Source: an optimization exercise on an open RTL-to-GDS flow (aim: small area, a short achievable clock period and few clock cycles per item). Production flows keep margins and buffers that such runs may drop. Only simulation tests tie the RTL to the original design; equivalence was not proved.

Design net_4_8_12_16_16_1_10, start of the top module:
module net_4_8_12_16_16_1_10(clk, reset, input_valid, input_ready, input_data, output_valid, output_ready, output_data);
Size: about 12,000 cells after synthesis, about 38 I/O pins, roughly 0.095 sq mm of cells after synthesis.
clock: 12.0 ns
lec_check: 0
abc_area: 1
cap_margin: 50
core_margin: 2
core_utilization: 70
slew_margin: 70
standard.sh (not shown) runs the stock make flow with config.mk's settings and CLKGATE_MAP_FILE= SYNTH_SCRIPT=/design/flow/synth_recipe.tcl, a recipe that flattens the netlist after the stock synthesis.
==> flow/flow/run.sh <==
#!/bin/bash
set -euo pipefail
export BUFFER_PORTS_ARGS="-buffer_cell sky130_fd_sc_hd__buf_4"
export SETUP_SLACK_MARGIN=8.6
bash standard.sh > standard.log 2>&1
The first run finished with timing, DRC and antenna clean.
Testbench counts at the start, summed over its fixed seeds: cycles 2,272, items 128.
Next try:
CORE_UTILIZATION = 65   (was 70)
The changed run produced a clean layout.
Routed wire length falls by 4.5%.
Final cell count rises by 0.96%.
Die area rises by 7.6%.
Cell area rises by 0.30%.
Sequential share of layout area is about the same.
Worst hold slack gets worse by 0.0045 ns.
Next try:
CORE_UTILIZATION = 60   (was 65)
The new run produced a clean layout; final area barely changes; fmax came out lower by 1.5%; worst hold slack is about the same; critical path depth is unchanged; count of clock-buffer cells in the layout is higher by 12; sequential cell count is unchanged; worst setup slack got worse by 0.058 ns; wire length climbs by 1.5%.
Next try:
CAP_MARGIN = 20   (was 50)
SLEW_MARGIN = 20   (was 70)
Result: First-iteration DRC count climbs by 3.2%. Design area barely changes. Register-to-register slack degrades by 0.03 ns. Wire length went up by about 1.8%. Global-route usage grows by 0.30 points. Clock skew goes up by 0.013 ns.

---

Another version of the RTL of net_4_8_12_16_16_1_10 (not shown whole).
Size: roughly 13000 cells after synthesis, roughly 1300 flip-flops, about 0.098 mm^2 of cells after synthesis.
Settings: LEC_CHECK=0, ABC_AREA=1, CAP_MARGIN=50, CORE_MARGIN=2, CORE_UTILIZATION=60, SLEW_MARGIN=70; clock period 12.0 ns.
run.sh (not shown) runs the stock make flow with config.mk's settings and CLKGATE_MAP_FILE= SYNTH_SCRIPT=/design/flow/synth_recipe.tcl, a recipe that flattens the netlist after the stock synthesis.
Stock flow here: none of the scripts above is used.
Testbench counts at the start, summed over its fixed seeds: cycles 2,296, items 128.
Rerun with:
==> flow/flow/run.sh (new file) <==
#!/bin/bash
set -euo pipefail
export BUFFER_PORTS_ARGS="-buffer_cell sky130_fd_sc_hd__buf_4"
export SETUP_SLACK_MARGIN=8.6
bash standard.sh > standard.log 2>&1
==> flow/standard.sh (new file) <==
#!/bin/bash
# synth_recipe.tcl (not shown) runs the flow's synth.tcl, then flattens the netlist and writes it again
# the make line also repeats each setting of config.mk as NAME=value (left out here)
make -C /OpenROAD-flow-scripts/flow DESIGN_CONFIG=/design/flow/config.mk WORK_HOME=/design/flow/orfs CLKGATE_MAP_FILE= SYNTH_SCRIPT=/design/flow/synth_recipe.tcl "${@:-finish}"
removed: flow/run.sh
Setup slack gets better by 0.56 ns.
Area after synthesis stays the same.
Final cell count went up by 0.68%.
Die area stays the same.

---

== old ==
net_4_8_12_16_16_1_10, a different RTL version from the one above (not shown whole).
Size: roughly 9,400 cells after synthesis, about 1,300 flip-flops, roughly 38 I/O pins, about 94,000 um^2 of cells after synthesis.
clock: 12.0 ns
lec_check: 0
cap_margin: 50
core_margin: 2
core_utilization: 60
slew_margin: 70
Stock flow here: none of the scripts above is used.
Testbench counts of old, summed over its fixed seeds: cycles 2,296, items 128.
#### Input delta (new over old)
- changing SLEW_MARGIN from 70 to 20
- changing CORE_UTILIZATION from 60 to 40
- changing CAP_MARGIN from 50 to 20
### Flow results
The fmax in new sits about 9% below the value recorded for old. Area: new vs old -> new smaller. The run showing the smaller number of signal-net buffers in the layout is new. Looking at old and new, the compound-cell area share of the yosys netlist is a wash. Via count is higher on old. In the flow results for old and new, the final cycle utilization of the critical path is larger on new.

==> what the ideal ports hide <==
How much do the figures lean on ideal ports? The routed layouts below were timed once more, with nothing changed but the port constraints.
Step 1, drivers: a clkbuf_16 drives clk and a buf_2 each remaining input, both assumed.
Step 2 also shifts input and output timing later by t, the mid clock arrival at the registers, as if the neighbouring blocks saw the same clock.
Slacks: no drivers / after step 1 / after step 2; pairs: no drivers / after step 1.
| run | t (ns) | setup slack, ns | slew at the worst register clock pin (ns) |
|---|---|---|---|
| the first run of note 1 | 0.875 | 8.242 / 8.162 / 8.163 | 0.07 / 0.07 |
| the second run of note 1 | 0.853 | 8.139 / 8.060 / 8.346 | 0.07 / 0.07 |
| the third run of note 1 | 0.857 | 8.081 / 7.988 / 8.185 | 0.07 / 0.07 |
| the fourth run of note 1 | 0.858 | 8.065 / 7.982 / 8.023 | 0.07 / 0.07 |
| the first run of note 2 | 0.902 | 7.661 / 7.567 / 7.778 | 0.07 / 0.07 |
| the second run of note 2 | 0.894 | 8.217 / 8.124 / 8.140 | 0.07 / 0.07 |
| old | 0.857 | 7.359 / 7.359 / 7.359 | 0.07 / 0.07 |
| new | 0.904 | 6.892 / 6.892 / 6.892 | 0.07 / 0.07 |
After both steps setup and hold are still met in every run listed. For the first run of note 1, which loses most, drivers alone change the setup slack by -0.080 ns; drivers and shift together by -0.079 ns.
